What follows belongs to an exercise in optimizing a design on an open flow for a short achievable clock period and few clock cycles; a production flow would make more cautious choices. Function was checked by simulation only, so behaviour that the tests miss may differ from the original. Power figures rest on the tool's default switching activity, not on a simulated workload.

==> run Y: inputs <==
// cpu
module cpu (
    input         clk,
    input         reset_n,
    input         mmu_mem_ready,
    input [31:0]  mmu_data_out,
    output        mmu_write_enable,
    output        mmu_read_enable,
    output        mmu_mem_signed_read,
    output [ 1:0] mmu_mem_data_width,
    output [31:0] mmu_address,
    output [31:0] mmu_data_in,
    output wire [31:0] uart_data,
    output        rf_write_enable,
    output [ 4:0] rf_write_reg,
    output [31:0] rf_write_data
);
    assign mmu_write_enable = 1'b0;
    assign mmu_read_enable = 1'b1;
    assign mmu_mem_signed_read = 1'b0;
    assign mmu_mem_data_width = 2'b11;
    assign mmu_data_in = 32'b0;
    localparam NB = 16;         
    reg  [7:0] f_idx;           
    reg        f_first;         
    reg  [7:0] o_addr;          
    reg        d_valid;
    reg  [7:0] d_idx;
    reg        d_hit;           
    reg  [1:0] d_ctr;
    reg        e_valid;
    reg        j_mis;           
    reg  [7:0] j_tgt;           
    reg  [7:0] e_idx;
    reg  [21:0] e_hi;           
    reg  [21:0] e_hi_inc;       
    reg         hq_v;           
    reg  [21:0] hq_jalr, hq_tgt, hq_seq;
    reg         hq_jr, hq_tk;
    reg  [31:0] e_a, e_b, e_imm;
    reg  [31:0] e_an, e_bn;     
    reg  [4:0] e_rd;
    reg        e_writes;
    reg        e_const;         
    reg        e_csmall;        
    reg  [4:0] e_lreg;          
    reg  [3:0] initv [1:31];    
    reg  [31:1] initv_ok;
    reg        u_iw, u_ismall;  
    reg  [3:0] u_ival;
    reg  [9:0] e_cimm;          
    reg  [9:0] e_sel;
    reg        e_arith;
    reg        e_is_br, e_is_jal, e_is_jalr, e_ret;
    reg        e_c_eq, e_c_lt, e_c_ltu, e_inv;    
    reg        e_x1, e_x0;      
    reg  [7:0] e_tgt, e_r1, e_r0, e_pn, e_seq;
    reg        e_c10;           
    reg        e_cseq;          
    reg        e_hit;
    reg  [1:0] e_ctr;
    reg        w_we_n;
    reg  [4:0] w_rd_n;
    reg [31:0] w_res_n;
    reg        o_we;
    reg  [4:0] o_rd;
  ...
Settings: LEC_CHECK=0, ABC_CLOCK_PERIOD_IN_PS=2400, CAP_MARGIN=20, CORE_MARGIN=2, CORE_UTILIZATION=40, PLACE_DENSITY=0.5, SETUP_SLACK_MARGIN=4.3, SLEW_MARGIN=20; clock period 6.7 ns.
standard.sh (not shown) runs the stock make flow with config.mk's settings and CLKGATE_MAP_FILE= SYNTH_SCRIPT=/design/flow/synth_recipe.tcl, a recipe that flattens the netlist after the stock synthesis.
==> flow/flow/run.sh <==
#!/bin/bash
# Layout flow: the standard flow (standard.sh) with two changes in
# synthesis, both after the register mapping, which stays the standard flow's own:
#  - ABC maps the logic with flow/abc_map.script (delay-oriented standard-cell
#    mapping) in place of ORFS's abc_speed.script;
#  - flow/upsize.tcl sets the combinational cells of drive strength 0 and 1
#    to drive strength 2 (same function and pins), so that the weakest cells
#    do not drive the longer wires.
# Every later step of the layout is the standard flow's own. Each tool's output goes to
# the ORFS logs under orfs/logs; make's own output goes to own_flow.log.
set -euo pipefail
W=$(pwd)
F=$W/flow
tail -n 1 "$W/synth_recipe.tcl" | grep -q '^write_verilog'
{
  echo 'proc abc {args} {'
  echo '  set i [lsearch $args -script]'
  echo "  if {\$i >= 0} { lset args [expr {\$i+1}] {$F/abc_map.script} }"
  echo '  yosys abc {*}$args'
  echo '}'
  head -n -1 "$W/synth_recipe.tcl"
  echo "source {$F/upsize.tcl}"
  tail -n 1 "$W/synth_recipe.tcl"
} > "$W/own_synth.tcl"
sed "s#SYNTH_SCRIPT=[^ ]*#SYNTH_SCRIPT=$W/own_synth.tcl#" "$W/standard.sh" > "$W/own_standard.sh"
grep -q "SYNTH_SCRIPT=$W/own_synth.tcl" "$W/own_standard.sh"
bash "$W/own_standard.sh" > "$W/own_flow.log" 2>&1
Other scripts of this flow, unchanged in this note and not shown: flow/flow/abc_map.script, flow/flow/upsize.tcl
==> inputs of run C, as changes to run Y <==
--- a/flow/design.v
+++ b/flow/design.v
@@ -159,11 +159,10 @@
     reg  [21:0] e_hi_inc;       
     reg         hq_v;           
     reg  [21:0] hq_jalr, hq_tgt, hq_seq;
     reg         hq_jr, hq_tk;
     reg  [31:0] e_a, e_b, e_imm;
-    reg  [31:0] e_an, e_bn;     
     reg  [4:0] e_rd;
     reg        e_writes;
     reg        e_const;         
     reg        e_csmall;        
     reg  [4:0] e_lreg;          
@@ -269,14 +268,16 @@
     );
     wire byp1 = e_wr && e_rd == d_rs1;
     wire byp2 = e_wr && e_rd == d_rs2 && !d_is_opi;
     wire byp1_w = w_we && w_rd == d_rs1;
     wire byp2_w = w_we && w_rd == d_rs2;
-    wire [31:0] rf1w = byp1_w ? w_res : rf1;
-    wire [31:0] rf2w = byp2_w ? w_res : rf2;
-    wire [31:0] d_a = res_a | ({32{!byp1}} & rf1w);
-    wire [31:0] d_b = res_b | ({32{!byp2 && !d_is_opi}} & rf2w) | ({32{d_is_opi}} & imm_i);
+    wire keep1 = !byp1 && !byp1_w;
+    wire wsel1 = !byp1 && byp1_w;
+    wire keep2 = !byp2 && !byp2_w && !d_is_opi;
+    wire wsel2 = !byp2 && byp2_w && !d_is_opi;
+    wire [31:0] d_a = res_a | ({32{keep1}} & rf1) | ({32{wsel1}} & w_res);
+    wire [31:0] d_b = res_b | ({32{keep2}} & rf2) | ({32{wsel2}} & w_res) | ({32{d_is_opi}} & imm_i);
     wire [7:0] d_seq = d_idx + 8'd1;
     wire [7:0] delta = f_idx - d_idx;
     wire [8:0] d_tgt_b = {1'b0, d_idx} + {1'b0, imm_b[9:2]};
     wire [8:0] d_tgt_j = {1'b0, d_idx} + {1'b0, imm_j[9:2]};
     wire [7:0] d_tgt = d_is_jal ? d_tgt_j[7:0] : d_tgt_b[7:0];
@@ -317,12 +318,12 @@
     alu_module alu (
         .alu_sel(e_sel),
         .alu_arith(e_arith),
         .alu_input_a(e_a),
         .alu_input_b(e_b),
-        .alu_other_a(~e_an),
-        .alu_other_b(~e_bn),
+        .alu_other_a(e_a),
+        .alu_other_b(e_b),
         .alu_link(link),
         .alu_lt(lt),
         .alu_ltu(ltu),
         .alu_gate_a(byp1),
         .alu_gate_b(byp2),
@@ -450,12 +451,10 @@
         d_hit <= f_hit;
         d_ctr <= f_ctr;
         e_idx <= d_idx;
         e_a <= d_a;
         e_b <= d_b;
-        e_an <= ~d_a;
-        e_bn <= ~d_b;
         e_imm <= d_is_jal ? imm_j : d_is_br ? imm_b : imm_i;
         e_rd <= d_rd;
         e_writes <= d_writes;
         e_const <= d_is_opi && f3 == 3'b000 && d_rs1 == 5'd0;
         e_cimm <= imm_i[9:0];
==> inputs of run M, as changes to run Y <==
--- a/flow/design.v
+++ b/flow/design.v
@@ -163,16 +163,10 @@
     reg  [31:0] e_a, e_b, e_imm;
     reg  [31:0] e_an, e_bn;     
     reg  [4:0] e_rd;
     reg        e_writes;
     reg        e_const;         
-    reg        e_csmall;        
-    reg  [4:0] e_lreg;          
-    reg  [3:0] initv [1:31];    
-    reg  [31:1] initv_ok;
-    reg        u_iw, u_ismall;  
-    reg  [3:0] u_ival;
     reg  [9:0] e_cimm;          
     reg  [9:0] e_sel;
     reg        e_arith;
     reg        e_is_br, e_is_jal, e_is_jalr, e_ret;
     reg        e_c_eq, e_c_lt, e_c_ltu, e_inv;    
@@ -187,11 +181,10 @@
     reg [31:0] w_res_n;
     reg        o_we;
     reg  [4:0] o_rd;
     reg [31:0] o_res;
     reg [31:0] uart_q;
-    reg [31:0] x5_n;            
     reg  [7:0] ras;             
     reg        u_v;             
     reg  [7:0] u_idx, u_tgt;
     reg        u_ret, u_br, u_hit, u_tk, u_back;
     reg  [1:0] u_ctr;
@@ -363,28 +356,23 @@
         end
     end
     wire e_alloc = e_m == {NB{1'b0}};
     wire [3:0] e_iter_inc = (e_iter_cur == 4'hf) ? 4'hf : e_iter_cur + 4'd1;
     wire [3:0] e_iter_t = e_alloc ? 4'd1 : e_iter_inc;
-    wire [3:0] e_seed = (e_lreg != 5'd0 && initv_ok[e_lreg]) ? initv[e_lreg] : 4'd0;
-    wire [3:0] e_trip_t = e_alloc ? 4'd0 : e_trip_cur;    
+    wire [3:0] e_trip_t = e_alloc ? 4'd0 : e_trip_cur;
     wire [3:0] e_trip_n = e_alloc ? 4'd1 : (e_iter_cur == 4'hf) ? 4'd0 : e_iter_inc;
     wire e_lv_t = e_imm[31] && e_trip_t != 4'd0;            
     wire e_lv_n = e_imm[31] && e_trip_n != 4'd0;
     wire e_lt_t = ({1'b0, e_iter_t} + 5'd1) < {1'b0, e_trip_t};    
     wire e_lt_n = 4'd1 < e_trip_n;
     reg  [3:0] u_iter_t, u_trip_t, u_trip_n;
     reg        u_lv_t, u_lv_n, u_lt_t, u_lt_n;
-    reg  [3:0] u_seed;
-    wire [3:0] trip_t = u_alloc ? u_seed : u_trip_t;
-    wire lv_t = u_alloc ? (u_back && u_seed != 4'd0) : u_lv_t;
-    wire lt_t = u_alloc ? (u_seed > 4'd2) : u_lt_t;
     reg  [7:0] u_seq;
     wire [3:0] iter_new = u_tk ? u_iter_t : 4'd0;
-    wire [3:0] trip_new = u_tk ? trip_t : u_trip_n;
-    wire lv = u_tk ? lv_t : u_lv_n;
-    wire lt_ = u_tk ? lt_t : u_lt_n;
+    wire [3:0] trip_new = u_tk ? u_trip_t : u_trip_n;
+    wire lv = u_tk ? u_lv_t : u_lv_n;
+    wire lt_ = u_tk ? u_lt_t : u_lt_n;
     wire pred_tk = !u_br || (lv ? lt_ : ctr_new[1]);
     wire [7:0] nxt_new = pred_tk ? u_tgt : u_seq;
     wire [7:0] f_other = (d_valid && d_redir_t) ? d_tgt : (d_valid && d_redir_r) ? d_rtgt : f_pred;
     wire mis1 = ev && e_x1, mis0 = ev && e_x0;
     wire m1 = mis1 || f_first || j_mis;
@@ -411,12 +399,10 @@
             hq_v <= 1'b0;
             ras <= 8'd0;
             u_v <= 1'b0;
             btb_v <= {NB{1'b0}};
             btb_ptr <= 4'd0;
-            initv_ok <= 31'd0;
-            u_iw <= 1'b0;
             u_en <= {NB{1'b0}};
         end else begin
             f_first <= 1'b0;
             o_addr <= f_next;
             d_valid <= d_valid_next;
@@ -430,14 +416,10 @@
                 e_hi_inc <= (hq_jr ? hq_jalr : hq_tk ? hq_tgt : hq_seq) + 22'd1;
             end
             if (d_valid && (d_is_jal || d_is_jalr) && d_rd == 5'd1)
                 ras <= d_seq;
             u_v <= e_ctl;
-            u_iw <= e_wr && e_const;
-            for (k = 1; k < 32; k = k + 1)
-                if (u_iw && w_rd == k)
-                    initv_ok[k] <= u_ismall;
             if (e_ctl && e_m == {NB{1'b0}})
                 btb_ptr <= btb_ptr + 4'd1;
             for (k = 0; k < NB; k = k + 1)
                 if (u_en[k])
                     btb_v[k] <= 1'b1;
@@ -457,17 +439,10 @@
         e_imm <= d_is_jal ? imm_j : d_is_br ? imm_b : imm_i;
         e_rd <= d_rd;
         e_writes <= d_writes;
         e_const <= d_is_opi && f3 == 3'b000 && d_rs1 == 5'd0;
         e_cimm <= imm_i[9:0];
-        e_csmall <= imm_i[11:4] == 8'd0 && imm_i[3:0] != 4'd0;
-        e_lreg <= (d_rs2 == 5'd0) ? d_rs1 : (d_rs1 == 5'd0) ? d_rs2 : 5'd0;
-        u_ival <= e_cimm[3:0];      
-        u_ismall <= e_csmall;
-        for (k = 1; k < 32; k = k + 1)
-            if (u_iw && u_ismall && w_rd == k)
-                initv[k] <= u_ival;
         e_sel <= d_sel;
         e_arith <= ir[30];
         e_is_br <= d_is_br;
         e_is_jal <= d_is_jal;
         e_is_jalr <= d_is_jalr;
@@ -501,13 +476,12 @@
         e_ctr <= d_ctr;
         w_rd_n <= ~e_rd;
         w_res_n <= ~res;
         o_rd <= e_rd;
         o_res <= res;
-        uart_q <= (w_we && w_rd == 5'd5) ? w_res : ~x5_n;
-        if (w_we && w_rd == 5'd5)
-            x5_n <= ~w_res;
+        if (o_we && o_rd == 5'd5)
+            uart_q <= o_res;
         u_idx <= e_idx;
         u_alloc <= e_m == {NB{1'b0}};
         e_m <= d_m;
         e_iter_cur <= d_iter_cur;
         e_trip_cur <= d_trip_cur;
@@ -515,11 +489,10 @@
         u_trip_t <= e_trip_t;
         u_trip_n <= e_trip_n;
         u_lv_t <= e_lv_t;
         u_lv_n <= e_lv_n;
         u_lt_t <= e_lt_t;
-        u_seed <= e_seed;
         u_lt_n <= e_lt_n;
         u_seq <= e_seq;
         u_ret <= e_ret;
         u_ctr <= e_ctr;
         u_hit <= e_hit;
--- a/flow/config.mk
+++ b/flow/config.mk
@@ -7,8 +7,8 @@
 export LEC_CHECK = 0
 export ABC_CLOCK_PERIOD_IN_PS = 2400
 export CAP_MARGIN = 20
 export CORE_MARGIN = 2
 export CORE_UTILIZATION = 40
-export PLACE_DENSITY = 0.5
+export PLACE_DENSITY = 0.45
 export SETUP_SLACK_MARGIN = 4.3
 export SLEW_MARGIN = 20
==> summary.txt <==
status finished clean; Largest stage delay, worst path 0.30 ns; clk pwr 15.1 mW; comb_multi_in 7293; fillers 27966; Critical Path End Type flip-flop; worst reg2reg path depth 19
# the run above: run Y

==> summary.txt <==
status finished clean; comb_multi_in 6774; clk_buf instances 314; # Post-CTS Setup Buffers 803; Clock-cell share 0.05027; Largest stage delay, worst path 1.04 ns; worst reg2reg path depth 23; Reg clk slew, reported paths 0.06 ns; clk pwr 14.1 mW; Critical Path End Type flip-flop; fillers 25781
# the run above: run M

==> summary.txt <==
Critical Path End Type output pin; comb_multi_in 7063; Placer Congestion 0.9379; status finished clean; vias in the first global route 97987; worst reg2reg path depth 15; fillers 26887; Comb. pwr 16.3 mW; most common cell after layout, fill and taps aside nand2_2; Largest stage delay, worst path 0.51 ns
# the run above: run C

Testbench counts of run Y, summed over its fixed seeds: cycles 32,674.
Testbench counts of run C, summed over its fixed seeds: cycles 32,674.
Testbench counts of run M, summed over its fixed seeds: cycles 33,670.

* * *

==> inputs of 09-01 <==
cpu, a different RTL version from the one above (not shown whole).
Settings: LEC_CHECK=0, ABC_CLOCK_PERIOD_IN_PS=2400, CAP_MARGIN=20, CORE_MARGIN=2, CORE_UTILIZATION=40, PLACE_DENSITY=0.5, SETUP_SLACK_MARGIN=4.3, SLEW_MARGIN=20; clock period 6.7 ns.
==> flow/flow/run.sh <==
#!/bin/bash
# Layout flow: the standard flow (standard.sh) with one change in
# synthesis: ABC maps the logic with flow/abc_map.script, a delay-oriented
# standard-cell mapping, in place of ORFS's abc_speed.script. Every other
# step of synthesis (register mapping included) and of the layout is
# the standard flow's own. Each tool's output goes to the ORFS logs under orfs/logs;
# make's own output goes to own_flow.log.
set -euo pipefail
W=$(pwd)
F=$W/flow
{
  echo 'proc abc {args} {'
  echo '  set i [lsearch $args -script]'
  echo "  if {\$i >= 0} { lset args [expr {\$i+1}] {$F/abc_map.script} }"
  echo '  yosys abc {*}$args'
  echo '}'
  cat "$W/synth_recipe.tcl"
} > "$W/own_synth.tcl"
sed "s#SYNTH_SCRIPT=[^ ]*#SYNTH_SCRIPT=$W/own_synth.tcl#" "$W/standard.sh" > "$W/own_standard.sh"
grep -q "SYNTH_SCRIPT=$W/own_synth.tcl" "$W/own_standard.sh"
bash "$W/own_standard.sh" > "$W/own_flow.log" 2>&1
==> flow/flow/abc_map.script <==
strash
dch -f
map -B 0.9
buffer -c
topo
stime -c
upsize -c
dnsize -c
==> 09-11 (differences from 09-01) <==
--- a/flow/design.v
+++ b/flow/design.v
@@ -198,27 +198,26 @@
     wire [4:0] w_rd = ~w_rd_n;
     wire [31:0] w_res = ~w_res_n;
     assign mmu_address = {22'b0, o_addr, 2'b00};
     assign rf_write_enable = o_we;
     assign rf_write_reg = o_rd;
     assign rf_write_data = o_res;
     assign uart_data = uart_q;
     wire [NB-1:0] f_m;
-    wire [NB-1:0] d_m;          
-    reg  [NB-1:0] e_m;          
+    wire [NB-1:0] e_m;
     reg  [NB-1:0] u_en;         
     reg        u_alloc;         
     reg  [7:0] f_nxt;
     reg  [1:0] f_ctr;
     genvar gi;
     generate
         for (gi = 0; gi < NB; gi = gi + 1) begin : bm
             assign f_m[gi] = btb_v[gi] && btb_tag[gi] == f_idx;
-            assign d_m[gi] = btb_v[gi] && btb_tag[gi] == d_idx;
+            assign e_m[gi] = btb_v[gi] && btb_tag[gi] == e_idx;
         end
     endgenerate
     integer k;
     always @(*) begin
         f_nxt = 8'd0;
         f_ctr = 2'd0;
         for (k = 0; k < NB; k = k + 1) begin
             f_nxt = f_nxt | ({8{f_m[k]}} & btb_nxt[k]);
@@ -335,44 +334,33 @@
     wire jalr_ok = jalr_ok_lo && hi_rest && (hi_b10 == lo_sum[10]);
     wire jm = ev && e_is_jalr && !jalr_ok;
     wire e_mis = ev && (cond ? e_x1 : e_x0);
     wire d_ok = d_valid && !e_mis && !j_mis;
     wire e_ctl = ev && (e_is_br || e_is_jal || e_is_jalr);    
     wire [1:0] ctr_inc = (u_ctr == 2'd3) ? 2'd3 : u_ctr + 2'd1;
     wire [1:0] ctr_dec = (u_ctr == 2'd0) ? 2'd0 : u_ctr - 2'd1;
     wire [1:0] ctr_new = !u_br ? 2'd3 : !u_hit ? (u_tk ? 2'd3 : 2'd1) : (u_tk ? ctr_inc : ctr_dec);
-    reg  [3:0] d_iter_cur, d_trip_cur;      
-    reg  [3:0] e_iter_cur, e_trip_cur;
+    reg  [3:0] e_iter_cur, e_trip_cur;      
+    reg  [3:0] u_iter_cur, u_trip_cur;
     always @(*) begin
-        d_iter_cur = 4'd0;
-        d_trip_cur = 4'd0;
+        e_iter_cur = 4'd0;
+        e_trip_cur = 4'd0;
         for (k = 0; k < NB; k = k + 1) begin
-            d_iter_cur = d_iter_cur | ({4{d_m[k]}} & btb_iter[k]);
-            d_trip_cur = d_trip_cur | ({4{d_m[k]}} & btb_trip[k]);
+            e_iter_cur = e_iter_cur | ({4{e_m[k]}} & btb_iter[k]);
+            e_trip_cur = e_trip_cur | ({4{e_m[k]}} & btb_trip[k]);
         end
     end
-    wire e_alloc = e_m == {NB{1'b0}};
-    wire [3:0] e_iter_inc = (e_iter_cur == 4'hf) ? 4'hf : e_iter_cur + 4'd1;
-    wire [3:0] e_iter_t = e_alloc ? 4'd1 : e_iter_inc;
-    wire [3:0] e_trip_t = e_alloc ? 4'd0 : e_trip_cur;
-    wire [3:0] e_trip_n = e_alloc ? 4'd1 : (e_iter_cur == 4'hf) ? 4'd0 : e_iter_inc;
-    wire e_lv_t = e_imm[31] && e_trip_t != 4'd0;            
-    wire e_lv_n = e_imm[31] && e_trip_n != 4'd0;
-    wire e_lt_t = ({1'b0, e_iter_t} + 5'd1) < {1'b0, e_trip_t};    
-    wire e_lt_n = 4'd1 < e_trip_n;
-    reg  [3:0] u_iter_t, u_trip_t, u_trip_n;
-    reg        u_lv_t, u_lv_n, u_lt_t, u_lt_n;
-    reg  [7:0] u_seq;
-    wire [3:0] iter_new = u_tk ? u_iter_t : 4'd0;
-    wire [3:0] trip_new = u_tk ? u_trip_t : u_trip_n;
-    wire lv = u_tk ? u_lv_t : u_lv_n;
-    wire lt_ = u_tk ? u_lt_t : u_lt_n;
-    wire pred_tk = !u_br || (lv ? lt_ : ctr_new[1]);
-    wire [7:0] nxt_new = pred_tk ? u_tgt : u_seq;
+    wire [3:0] iter_inc = (u_iter_cur == 4'hf) ? 4'hf : u_iter_cur + 4'd1;
+    wire [3:0] iter_new = !u_tk ? 4'd0 : u_alloc ? 4'd1 : iter_inc;
+    wire [3:0] trip_new = u_alloc ? (u_tk ? 4'd0 : 4'd1)
+                        : u_tk ? u_trip_cur : (u_iter_cur == 4'hf) ? 4'd0 : iter_inc;
+    wire loop_tk = ({1'b0, iter_new} + 5'd1) < {1'b0, trip_new};
+    wire pred_tk = !u_br || ((u_back && trip_new != 4'd0) ? loop_tk : ctr_new[1]);
+    wire [7:0] nxt_new = pred_tk ? u_tgt : u_idx + 8'd1;
     wire [7:0] f_other = (d_valid && d_redir_t) ? d_tgt : (d_valid && d_redir_r) ? ras : f_pred;
     wire mis1 = ev && e_x1, mis0 = ev && e_x0;
     wire m1 = mis1 || f_first || j_mis;
     wire m0 = mis0 || f_first || j_mis;
     wire [7:0] r1 = j_mis ? j_tgt : f_first ? 8'd1 : e_r1;
     wire [7:0] r0 = j_mis ? j_tgt : f_first ? 8'd1 : e_r0;
     wire [7:0] f1 = m1 ? r1 : f_other;
     wire [7:0] f0 = m0 ? r0 : f_other;
@@ -470,27 +458,18 @@
         w_rd_n <= ~e_rd;
         w_res_n <= ~res;
         o_rd <= e_rd;
         o_res <= res;
         if (o_we && o_rd == 5'd5)
             uart_q <= o_res;
         u_idx <= e_idx;
         u_alloc <= e_m == {NB{1'b0}};
-        e_m <= d_m;
-        e_iter_cur <= d_iter_cur;
-        e_trip_cur <= d_trip_cur;
-        u_iter_t <= e_iter_t;
-        u_trip_t <= e_trip_t;
-        u_trip_n <= e_trip_n;
-        u_lv_t <= e_lv_t;
-        u_lv_n <= e_lv_n;
-        u_lt_t <= e_lt_t;
-        u_lt_n <= e_lt_n;
-        u_seq <= e_seq;
+        u_iter_cur <= e_iter_cur;
+        u_trip_cur <= e_trip_cur;
         u_ret <= e_ret;
         u_ctr <= e_ctr;
         u_hit <= e_hit;
         u_br <= e_is_br;
         u_tk <= taken;
         u_back <= e_imm[31];
         u_tgt <= e_is_jalr ? jalr_idx : e_tgt;
         j_tgt <= jalr_idx;
==> 05-18 (differences from 09-01) <==
--- a/flow/design.v
+++ b/flow/design.v
@@ -198,27 +198,26 @@
     wire [4:0] w_rd = ~w_rd_n;
     wire [31:0] w_res = ~w_res_n;
     assign mmu_address = {22'b0, o_addr, 2'b00};
     assign rf_write_enable = o_we;
     assign rf_write_reg = o_rd;
     assign rf_write_data = o_res;
     assign uart_data = uart_q;
     wire [NB-1:0] f_m;
-    wire [NB-1:0] d_m;          
-    reg  [NB-1:0] e_m;          
+    wire [NB-1:0] e_m;
     reg  [NB-1:0] u_en;         
     reg        u_alloc;         
     reg  [7:0] f_nxt;
     reg  [1:0] f_ctr;
     genvar gi;
     generate
         for (gi = 0; gi < NB; gi = gi + 1) begin : bm
             assign f_m[gi] = btb_v[gi] && btb_tag[gi] == f_idx;
-            assign d_m[gi] = btb_v[gi] && btb_tag[gi] == d_idx;
+            assign e_m[gi] = btb_v[gi] && btb_tag[gi] == e_idx;
         end
     endgenerate
     integer k;
     always @(*) begin
         f_nxt = 8'd0;
         f_ctr = 2'd0;
         for (k = 0; k < NB; k = k + 1) begin
             f_nxt = f_nxt | ({8{f_m[k]}} & btb_nxt[k]);
@@ -335,44 +334,33 @@
     wire jalr_ok = jalr_ok_lo && hi_rest && (hi_b10 == lo_sum[10]);
     wire jm = ev && e_is_jalr && !jalr_ok;
     wire e_mis = ev && (cond ? e_x1 : e_x0);
     wire d_ok = d_valid && !e_mis && !j_mis;
     wire e_ctl = ev && (e_is_br || e_is_jal || e_is_jalr);    
     wire [1:0] ctr_inc = (u_ctr == 2'd3) ? 2'd3 : u_ctr + 2'd1;
     wire [1:0] ctr_dec = (u_ctr == 2'd0) ? 2'd0 : u_ctr - 2'd1;
     wire [1:0] ctr_new = !u_br ? 2'd3 : !u_hit ? (u_tk ? 2'd3 : 2'd1) : (u_tk ? ctr_inc : ctr_dec);
-    reg  [3:0] d_iter_cur, d_trip_cur;      
-    reg  [3:0] e_iter_cur, e_trip_cur;
+    reg  [3:0] e_iter_cur, e_trip_cur;      
+    reg  [3:0] u_iter_cur, u_trip_cur;
     always @(*) begin
-        d_iter_cur = 4'd0;
-        d_trip_cur = 4'd0;
+        e_iter_cur = 4'd0;
+        e_trip_cur = 4'd0;
         for (k = 0; k < NB; k = k + 1) begin
-            d_iter_cur = d_iter_cur | ({4{d_m[k]}} & btb_iter[k]);
-            d_trip_cur = d_trip_cur | ({4{d_m[k]}} & btb_trip[k]);
+            e_iter_cur = e_iter_cur | ({4{e_m[k]}} & btb_iter[k]);
+            e_trip_cur = e_trip_cur | ({4{e_m[k]}} & btb_trip[k]);
         end
     end
-    wire e_alloc = e_m == {NB{1'b0}};
-    wire [3:0] e_iter_inc = (e_iter_cur == 4'hf) ? 4'hf : e_iter_cur + 4'd1;
-    wire [3:0] e_iter_t = e_alloc ? 4'd1 : e_iter_inc;
-    wire [3:0] e_trip_t = e_alloc ? 4'd0 : e_trip_cur;
-    wire [3:0] e_trip_n = e_alloc ? 4'd1 : (e_iter_cur == 4'hf) ? 4'd0 : e_iter_inc;
-    wire e_lv_t = e_imm[31] && e_trip_t != 4'd0;            
-    wire e_lv_n = e_imm[31] && e_trip_n != 4'd0;
-    wire e_lt_t = ({1'b0, e_iter_t} + 5'd1) < {1'b0, e_trip_t};    
-    wire e_lt_n = 4'd1 < e_trip_n;
-    reg  [3:0] u_iter_t, u_trip_t, u_trip_n;
-    reg        u_lv_t, u_lv_n, u_lt_t, u_lt_n;
-    reg  [7:0] u_seq;
-    wire [3:0] iter_new = u_tk ? u_iter_t : 4'd0;
-    wire [3:0] trip_new = u_tk ? u_trip_t : u_trip_n;
-    wire lv = u_tk ? u_lv_t : u_lv_n;
-    wire lt_ = u_tk ? u_lt_t : u_lt_n;
-    wire pred_tk = !u_br || (lv ? lt_ : ctr_new[1]);
-    wire [7:0] nxt_new = pred_tk ? u_tgt : u_seq;
+    wire [3:0] iter_inc = (u_iter_cur == 4'hf) ? 4'hf : u_iter_cur + 4'd1;
+    wire [3:0] iter_new = !u_tk ? 4'd0 : u_alloc ? 4'd1 : iter_inc;
+    wire [3:0] trip_new = u_alloc ? (u_tk ? 4'd0 : 4'd1)
+                        : u_tk ? u_trip_cur : (u_iter_cur == 4'hf) ? 4'd0 : iter_inc;
+    wire loop_tk = ({1'b0, iter_new} + 5'd1) < {1'b0, trip_new};
+    wire pred_tk = !u_br || ((u_back && trip_new != 4'd0) ? loop_tk : ctr_new[1]);
+    wire [7:0] nxt_new = pred_tk ? u_tgt : u_idx + 8'd1;
     wire [7:0] f_other = (d_valid && d_redir_t) ? d_tgt : (d_valid && d_redir_r) ? ras : f_pred;
     wire mis1 = ev && e_x1, mis0 = ev && e_x0;
     wire m1 = mis1 || f_first || j_mis;
     wire m0 = mis0 || f_first || j_mis;
     wire [7:0] r1 = j_mis ? j_tgt : f_first ? 8'd1 : e_r1;
     wire [7:0] r0 = j_mis ? j_tgt : f_first ? 8'd1 : e_r0;
     wire [7:0] f1 = m1 ? r1 : f_other;
     wire [7:0] f0 = m0 ? r0 : f_other;
@@ -470,27 +458,18 @@
         w_rd_n <= ~e_rd;
         w_res_n <= ~res;
         o_rd <= e_rd;
         o_res <= res;
         if (o_we && o_rd == 5'd5)
             uart_q <= o_res;
         u_idx <= e_idx;
         u_alloc <= e_m == {NB{1'b0}};
-        e_m <= d_m;
-        e_iter_cur <= d_iter_cur;
-        e_trip_cur <= d_trip_cur;
-        u_iter_t <= e_iter_t;
-        u_trip_t <= e_trip_t;
-        u_trip_n <= e_trip_n;
-        u_lv_t <= e_lv_t;
-        u_lv_n <= e_lv_n;
-        u_lt_t <= e_lt_t;
-        u_lt_n <= e_lt_n;
-        u_seq <= e_seq;
+        u_iter_cur <= e_iter_cur;
+        u_trip_cur <= e_trip_cur;
         u_ret <= e_ret;
         u_ctr <= e_ctr;
         u_hit <= e_hit;
         u_br <= e_is_br;
         u_tk <= taken;
         u_back <= e_imm[31];
         u_tgt <= e_is_jalr ? jalr_idx : e_tgt;
         j_tgt <= jalr_idx;
PLACE_DENSITY = unset   (was 0.5)
==> summary.txt <==
Yosys top cell area share: 09-11 43.93%; 09-01 43.88%; 05-18 43.93%
Number of synthesized register bits: 09-11 1987; 09-01 2025; 05-18 1987
Simple logic cell fraction of the synthesized area: 09-11 18.13%; 09-01 17.31%; 05-18 18.13%
Run status: 09-11 complete, no violations; 09-01 complete, no violations; 05-18 complete, no violations
Worst skew pair latency: 09-11 0.97 ns; 09-01 0.95 ns; 05-18 0.94 ns
Fraction of met2 tracks used by global routing: 09-11 58.09%; 09-01 55.34%; 05-18 52.68%
Peak supply drop: 09-11 0.2997 mV; 09-01 0.2675 mV; 05-18 0.2748 mV
Chip width: 09-11 502.8 µm; 09-01 503.1 µm; 05-18 502.8 µm
Via density per instance: 09-11 5.999; 09-01 5.905; 05-18 6.079
Starting density of the core: 09-11 40.14%; 09-01 40.14%; 05-18 40.14%
Destination of the worst hold path: 09-11 -; 09-01 u_idx[6]; 05-18 u_ctr[1]
N_diodes: 09-11 25; 09-01 9; 05-18 19
Proportion of cell area occupied by multi-input gates: 09-11 35.10%; 09-01 34.34%; 05-18 35.21%
Number of buffers inserted to repair setup after CTS: 09-11 761; 09-01 683; 05-18 590
Number of cells on the critical path: 09-11 14; 09-01 12; 05-18 14
Pre-CTS worst setup slack: 09-11 1.013 ns; 09-01 1.017 ns; 05-18 1.225 ns
Cell area reported after detailed placement: 09-11 0.1071 mm²; 09-01 0.1066 mm²; 05-18 0.1067 mm²
Area of the placeable core: 09-11 0.2480 mm²; 09-01 0.2482 mm²; 05-18 0.2480 mm²
Logic depth of the worst register-to-register path: 09-11 18; 09-01 7; 05-18 12
Highest clock rate: 09-11 311.7 MHz; 09-01 288.2 MHz; 05-18 290.9 MHz
Total number of multi-input combinational cells: 09-11 6843; 09-01 6670; 05-18 6849
Net switching power figure: 09-11 13.86 mW; 09-01 13.15 mW; 05-18 13.01 mW
Testbench counts of 09-01, summed over its fixed seeds: cycles 33,940.
Testbench counts of 09-11, summed over its fixed seeds: cycles 33,940.
Testbench counts of 05-18, summed over its fixed seeds: cycles 33,940.

==> afterwards: timing with drivers on the ports <==
No port has a modelled driver above. Below, the same layouts with a new extraction and two added sets of constraints.
Step 1: set_driving_cell puts a clkbuf_16 on clk and a buf_2 on each other input, an assumption about the parent block.
Step 2 also shifts input and output timing later by t, the mid clock arrival at the registers, as if the neighbouring blocks saw the same clock.
Slacks: no drivers / after step 1 / after step 2; pairs: no drivers / after step 1.
run | t (ns) | setup WS [ns] | hold WS [ns] | clock arrival spread, ns
run Y | 1.028 | 3.679 / 3.675 / 2.647 | 0.321 / 0.309 / 0.321 | 0.078 / 0.078
run C | 1.020 | 3.763 / 3.653 / 2.819 | 0.325 / 0.325 / 0.325 | 0.071 / 0.072
run M | 1.019 | 3.486 / 3.446 / 2.427 | 0.326 / 0.326 / 0.326 | 0.108 / 0.108
09-01 | 0.990 | 3.230 / 3.189 / 2.199 | 0.314 / 0.314 / 0.314 | 0.108 / 0.108
09-11 | 1.027 | 3.492 / 3.368 / 2.340 | 0.237 / 0.177 / 0.327 | 0.095 / 0.095
05-18 | 0.983 | 3.263 / 3.177 / 2.194 | 0.327 / 0.327 / 0.327 | 0.122 / 0.122
After both steps setup and hold are still met in every run listed. The setup slack of 09-11, which loses most, moves by -0.124 ns with the drivers and by -1.152 ns with both steps.
